Context: an optimization exercise on an open-source flow, tuned for small area. The choices shown serve that exercise and are no tape-out recipe.
Only simulation tests tie the RTL to the original design; equivalence was not proved.
Power and IR drop assume default switching activity.

// sd_controller
module sd_controller(
    output cs,
    output mosi,
    input miso,
    output sclk,
    input rd,
    output reg [7:0] dout,
    output reg byte_available,
    input wr,
    input [7:0] din,
    output reg ready_for_next_byte,
    input reset,
    output ready,
    input [31:0] address,
    input clk,
    output [4:0] status,
    output reg [7:0] recv_data
);
    localparam RST = 5'd0;
    localparam INIT = 5'd1;
    localparam CMD0 = 5'd2;
    localparam CMD8 = 5'd20;
    localparam CMD55 = 5'd3;
    localparam CMD41 = 5'd4;
    localparam POLL_CMD = 5'd5;
    localparam IDLE = 5'd6;
    localparam READ_BLOCK = 5'd7;
    localparam READ_BLOCK_WAIT = 5'd8;
    localparam READ_BLOCK_DATA = 5'd9;
    localparam READ_BLOCK_CRC = 5'd10;
    localparam SEND_CMD = 5'd11;
    localparam RECEIVE_BYTE_WAIT = 5'd12;
    localparam RECEIVE_BYTE = 5'd13;
    localparam WRITE_BLOCK_CMD = 5'd14;
    localparam WRITE_BLOCK_INIT = 5'd15;
    localparam WRITE_BLOCK_DATA = 5'd16;
    localparam WRITE_BLOCK_BYTE = 5'd17;
    localparam WRITE_BLOCK_WAIT = 5'd18;
    reg [4:0] state;
    reg [3:0] ret_code;
    wire [4:0] return_state = {ret_code[3:2] == 2'b00 && ret_code[0] == 1'b0,
                               ret_code[3], ret_code[2] | (ret_code == 4'd0),
                               ret_code[1:0]};
    reg sclk_sig;
    reg [11:0] byte_counter;
    reg [2:0] bit_counter;
    wire [14:0] cnt = {byte_counter, bit_counter};
    assign argv = {cnt[14:6], arg};
    wire frame_end = (cnt[5:0] == 6'd0);
    reg [22:0] arg;
    wire [31:0] argv;
    reg [3:0] fast_div;
    assign status = state;
    assign sclk = sclk_sig;
    assign ready = (state == IDLE);
    assign cs = (state == RST) || (state == INIT);
    wire slow_mode = (state == RST) || (state == INIT) || (state == CMD0);
    wire tick_fast = (fast_div == 4'd0);
    wire clock_enable = tick_fast && (!slow_mode || state == RST || cnt[3:0] == 4'd0);
    wire cnt_step = tick_fast && (slow_mode || sclk_sig);
    wire [14:0] cnt_dec = cnt - 15'd1;
    wire bit_zero = (bit_counter == 3'd0);
    wire byte_zero = (byte_counter == 12'd0);
    wire cnt_zero = bit_zero && byte_zero;
    always @(posedge clk) begin
        if (reset) fast_div <= 4'd0;
        else fast_div <= fast_div + 4'd1;
    end
    reg cmd_bit;
    always @(*) begin
  ...
For scale: roughly 450 cells after synthesis, ~72 I/O pins, about 3700 sq um of cells after synthesis.
Settings: LEC_CHECK=0, CAP_MARGIN=20, CORE_MARGIN=2, CORE_UTILIZATION=40, SLEW_MARGIN=20; clock period 6.0 ns.
standard.sh (not shown) runs the stock make flow with config.mk's settings and CLKGATE_MAP_FILE= SYNTH_SCRIPT=/design/flow/synth_recipe.tcl, a recipe that flattens the netlist after the stock synthesis.
==> flow/flow/run.sh <==
#!/bin/bash
# Layout flow: the standard synthesis, then an area-oriented re-mapping of the
# combinational logic only (registers and their names untouched, each result
# proven equivalent to the standard netlist), then the standard ORFS layout
# with minimum-size port buffers and no CTS dummy loads.
set -uo pipefail
W=$(pwd)
R=$W/orfs/results/sky130hd/sd_controller/base
LIB=$FLOW_HOME/platforms/sky130hd/lib/sky130_fd_sc_hd__tt_025C_1v80.lib
export BUFFER_PORTS_ARGS="-buffer_cell sky130_fd_sc_hd__buf_1"
export CTS_ARGS="-sink_clustering_enable -repair_clock_nets -dont_use_dummy_load -buf_list sky130_fd_sc_hd__clkbuf_8 -sink_clustering_size 50 -sink_clustering_max_diameter 300"

bash standard.sh synth > synth.log 2>&1 || exit 1

python3 flow/filt_lib.py $LIB flow/keep_cells.txt $W/comb.lib > filt.log 2>&1
cp $R/1_2_yosys.v $W/1_2_yosys.std.v
FFS=$(grep -oE "sky130_fd_sc_hd__(dfxtp|edfxtp|dfrtp|dfstp|sdfxtp|dfxbp|conb)_[0-9]+" $W/1_2_yosys.std.v | sort -u | tr '\n' ' ')

remap() {
  local k=$1
  cat > $W/resynth_$k.ys <<EOY
read_liberty -ignore_miss_func $LIB
read_verilog $W/1_2_yosys.std.v
hierarchy -top $FLOW_TOP
setattr -mod -set keep_hierarchy 1 $FFS
flatten
hierarchy -top $FLOW_TOP
delete $FFS
read_liberty -lib $LIB
hierarchy -top $FLOW_TOP
opt_clean -purge
abc -liberty $W/comb.lib -script $W/flow/$k.abc
opt_clean -purge
hilomap -singleton -hicell sky130_fd_sc_hd__conb_1 HI -locell sky130_fd_sc_hd__conb_1 LO
insbuf -buf sky130_fd_sc_hd__buf_4 A X
splitnets
opt_clean -purge
check -assert
tee -o $W/area_$k.txt stat -liberty $LIB
write_verilog -noattr -noexpr -nohex -nodec $W/1_2_yosys.$k.v
EOY
  # equivalence with the standard netlist, registers cut and paired by name
  cat > $W/equiv_$k.ys <<EOY
read_liberty -ignore_miss_func $LIB
read_verilog $W/1_2_yosys.std.v
rename $FLOW_TOP gold
read_verilog $W/1_2_yosys.$k.v
rename $FLOW_TOP gate
setattr -mod -set keep_hierarchy 1 $FFS
flatten gold gate
blackbox $FFS
rename -hide w:_*
rename -hide w:*.*
opt_clean -purge
equiv_make gold gate equiv
hierarchy -top equiv
equiv_simple
equiv_status -assert
EOY
  if yosys -s $W/resynth_$k.ys > $W/resynth_$k.log 2>&1 && yosys -s $W/equiv_$k.ys > $W/equiv_$k.log 2>&1; then
    awk '/Chip area/{print $NF}' $W/area_$k.txt > $W/ok_$k.txt
  fi
}
for k in s1 s2 s3 s4; do remap $k & done
wait
best=""; bestA=""
for k in s1 s2 s3 s4; do
  [ -s $W/ok_$k.txt ] || continue
  a=$(cat $W/ok_$k.txt)
  if [ -z "$best" ] || awk -v a=$a -v b=$bestA 'BEGIN{exit !(a<b)}'; then best=$k; bestA=$a; fi
done
if [ -n "$best" ]; then
  cp $W/1_2_yosys.$best.v $R/1_2_yosys.v
  rm -f $R/1_synth.odb $R/1_synth.sdc
  echo "using re-mapped netlist $best (area $bestA)" > $W/resynth.status
else
  echo "re-mapping failed; using standard netlist" > $W/resynth.status
fi

bash standard.sh > standard.log 2>&1
Other scripts of this flow, unchanged in this note and not shown: flow/flow/filt_lib.py, flow/flow/keep_cells.txt, flow/flow/s1.abc, flow/flow/s2.abc, flow/flow/s3.abc, flow/flow/s4.abc
Next try:
--- a/flow/design.v
+++ b/flow/design.v
@@ -28,28 +28,25 @@
     localparam READ_BLOCK_WAIT = 5'd8;
     localparam READ_BLOCK_DATA = 5'd9;
     localparam READ_BLOCK_CRC = 5'd10;
     localparam SEND_CMD = 5'd11;
     localparam RECEIVE_BYTE_WAIT = 5'd12;
     localparam RECEIVE_BYTE = 5'd13;
     localparam WRITE_BLOCK_CMD = 5'd14;
     localparam WRITE_BLOCK_INIT = 5'd15;
     localparam WRITE_BLOCK_DATA = 5'd16;
     localparam WRITE_BLOCK_BYTE = 5'd17;
     localparam WRITE_BLOCK_WAIT = 5'd18;
     reg [4:0] state;
-    reg [3:0] ret_code;
-    wire [4:0] return_state = {ret_code[3:2] == 2'b00 && ret_code[0] == 1'b0,
-                               ret_code[3], ret_code[2] | (ret_code == 4'd0),
-                               ret_code[1:0]};
+    reg [4:0] return_state;
     reg sclk_sig;
     reg [11:0] byte_counter;
     reg [2:0] bit_counter;
     wire [14:0] cnt = {byte_counter, bit_counter};
     assign argv = {cnt[14:6], arg};
     wire frame_end = (cnt[5:0] == 6'd0);
     reg [22:0] arg;
     wire [31:0] argv;
     reg [3:0] fast_div;
     assign status = state;
     assign sclk = sclk_sig;
     assign ready = (state == IDLE);
@@ -125,81 +122,81 @@
                     end
                 end
                 INIT: begin
                     if (cnt_zero) begin
                         state <= CMD0;
                     end else begin
                         sclk_sig <= ~sclk_sig;
                     end
                 end
                 CMD0: begin
                     arg <= {address[14:0], address[31:24]};
                     {byte_counter, bit_counter} <= {address[23:15], 6'd55};
-                    ret_code <= 4'd0;
+                    return_state <= CMD8;
                     state <= SEND_CMD;
                 end
                 CMD8: begin
                     arg <= {address[14:0], address[31:24]};
                     {byte_counter, bit_counter} <= {address[23:15], 6'd55};
-                    ret_code <= CMD55[3:0];
+                    return_state <= CMD55;
                     state <= SEND_CMD;
                 end
                 CMD55: begin
                     arg <= {address[14:0], address[31:24]};
                     {byte_counter, bit_counter} <= {address[23:15], 6'd55};
-                    ret_code <= CMD41[3:0];
+                    return_state <= CMD41;
                     state <= SEND_CMD;
                 end
                 CMD41: begin
                     arg <= {address[14:0], address[31:24]};
                     {byte_counter, bit_counter} <= {address[23:15], 6'd55};
-                    ret_code <= POLL_CMD[3:0];
+                    return_state <= POLL_CMD;
                     state <= SEND_CMD;
                 end
                 POLL_CMD: begin
                     if (recv_data[0] == 1'b0) state <= IDLE;
                     else state <= CMD55;
                 end
                 IDLE: begin
                     byte_available <= 1'b0;
                     if (rd) state <= READ_BLOCK;
                     else if (wr) state <= WRITE_BLOCK_CMD;
                 end
                 READ_BLOCK: begin
                     arg <= {address[14:0], address[31:24]};
                     {byte_counter, bit_counter} <= {address[23:15], 6'd55};
-                    ret_code <= READ_BLOCK_WAIT[3:0];
+                    return_state <= READ_BLOCK_WAIT;
                     state <= SEND_CMD;
                 end
                 READ_BLOCK_WAIT: begin
                     if (sclk_sig && !miso) begin
                         {byte_counter, bit_counter} <= {12'd512, 3'd7};
-                        ret_code <= READ_BLOCK_DATA[3:0];
+                        return_state <= READ_BLOCK_DATA;
                         state <= RECEIVE_BYTE;
                     end else if (cnt_zero) begin
                         state <= IDLE;
                     end
                     sclk_sig <= ~sclk_sig;
                 end
                 READ_BLOCK_DATA: begin
                     dout <= recv_data;
                     byte_available <= 1'b1;
                     if (rd) begin
                         state <= RECEIVE_BYTE;
-                        if (byte_zero) ret_code <= READ_BLOCK_CRC[3:0];
-                        else ret_code <= READ_BLOCK_DATA[3:0];
+                        if (byte_zero) return_state <= READ_BLOCK_CRC;
+                        else return_state <= READ_BLOCK_DATA;
                     end
                 end
                 READ_BLOCK_CRC: begin
-                    ret_code <= IDLE[3:0];
+                    return_state <= IDLE;
                     state <= RECEIVE_BYTE;
                 end
                 SEND_CMD: begin
                     if (sclk_sig && frame_end) state <= RECEIVE_BYTE_WAIT;
                     sclk_sig <= ~sclk_sig;
                 end
                 RECEIVE_BYTE_WAIT: begin
                     if (sclk_sig && !miso) begin
                         recv_data <= 8'h00;
                         {byte_counter, bit_counter} <= (return_state == CMD55) ? 15'd38 : 15'd6;
                         state <= RECEIVE_BYTE;
                     end
@@ -212,37 +209,37 @@
                         if (bit_zero && (byte_zero || return_state != CMD55)) begin
                             state <= return_state;
                             if (return_state == READ_BLOCK_WAIT) begin
                                 {byte_counter, bit_counter} <= 15'd32500;
                             end
                         end
                     end
                     sclk_sig <= ~sclk_sig;
                 end
                 WRITE_BLOCK_CMD: begin
                     arg <= {address[14:0], address[31:24]};
                     {byte_counter, bit_counter} <= {address[23:15], 6'd55};
-                    ret_code <= WRITE_BLOCK_INIT[3:0];
+                    return_state <= WRITE_BLOCK_INIT;
                     state <= SEND_CMD;
                     ready_for_next_byte <= 1'b1;
                 end
                 WRITE_BLOCK_INIT: begin
                     byte_counter <= 12'd515;
                     state <= WRITE_BLOCK_DATA;
                     ready_for_next_byte <= 1'b0;
                 end
                 WRITE_BLOCK_DATA: begin
                     if (byte_zero) begin
                         state <= RECEIVE_BYTE_WAIT;
-                        ret_code <= WRITE_BLOCK_WAIT[3:0];
+                        return_state <= WRITE_BLOCK_WAIT;
                     end else begin
                         if (byte_counter == 12'd2 || byte_counter == 12'd1)
                             arg[7:0] <= 8'hFF;
                         else if (first_wr)
                             arg[7:0] <= 8'hFE;
                         else begin
                             arg[7:0] <= din;
                             ready_for_next_byte <= 1'b1;
                         end
                         state <= WRITE_BLOCK_BYTE;
                     end
                 end
- The new run completed without violations
- utilization increases by 1.1 points
- non-clock buffer count decreases by 1
- fmax increases by 1.5%
- worst setup slack gains 60 ps
- final area decreases by 0.40%
- synthesized cell count stays the same
- total power increases by 65%
- first-iteration DRC count increases by 45%
- final cell count decreases by 0.64%
- hold slack loses 40 ps
- register-to-register slack gains 250 ps
- global-route usage decreases by 0.92 points

==> re-timing with driven ports <==
How much do the figures lean on ideal ports? The routed layouts below were timed once more, with nothing changed but the port constraints.
Step 1 sets driving cells, clkbuf_16 on the clock port and buf_2 on the other inputs (assumed; they add their load-dependent delay and slew).
Step 2 adds t to the input delays and takes it off the output delays; t is the mean of the earliest and latest rising clock arrival at the registers after step 1. Input paths then give back, and output paths get back, about the clock's delay inside the block.
Three values: ideal ports, drivers, drivers and shift; two values: the first two.
run | shift t [ns] | slack for setup (ns) | cell pins on the clock port's net
the first run | 0.365 | 1.851 / 1.819 / 1.956 | 1
the second run | 0.367 | 1.911 / 1.881 / 2.212 | 1
After both steps every run listed still meets setup and hold.
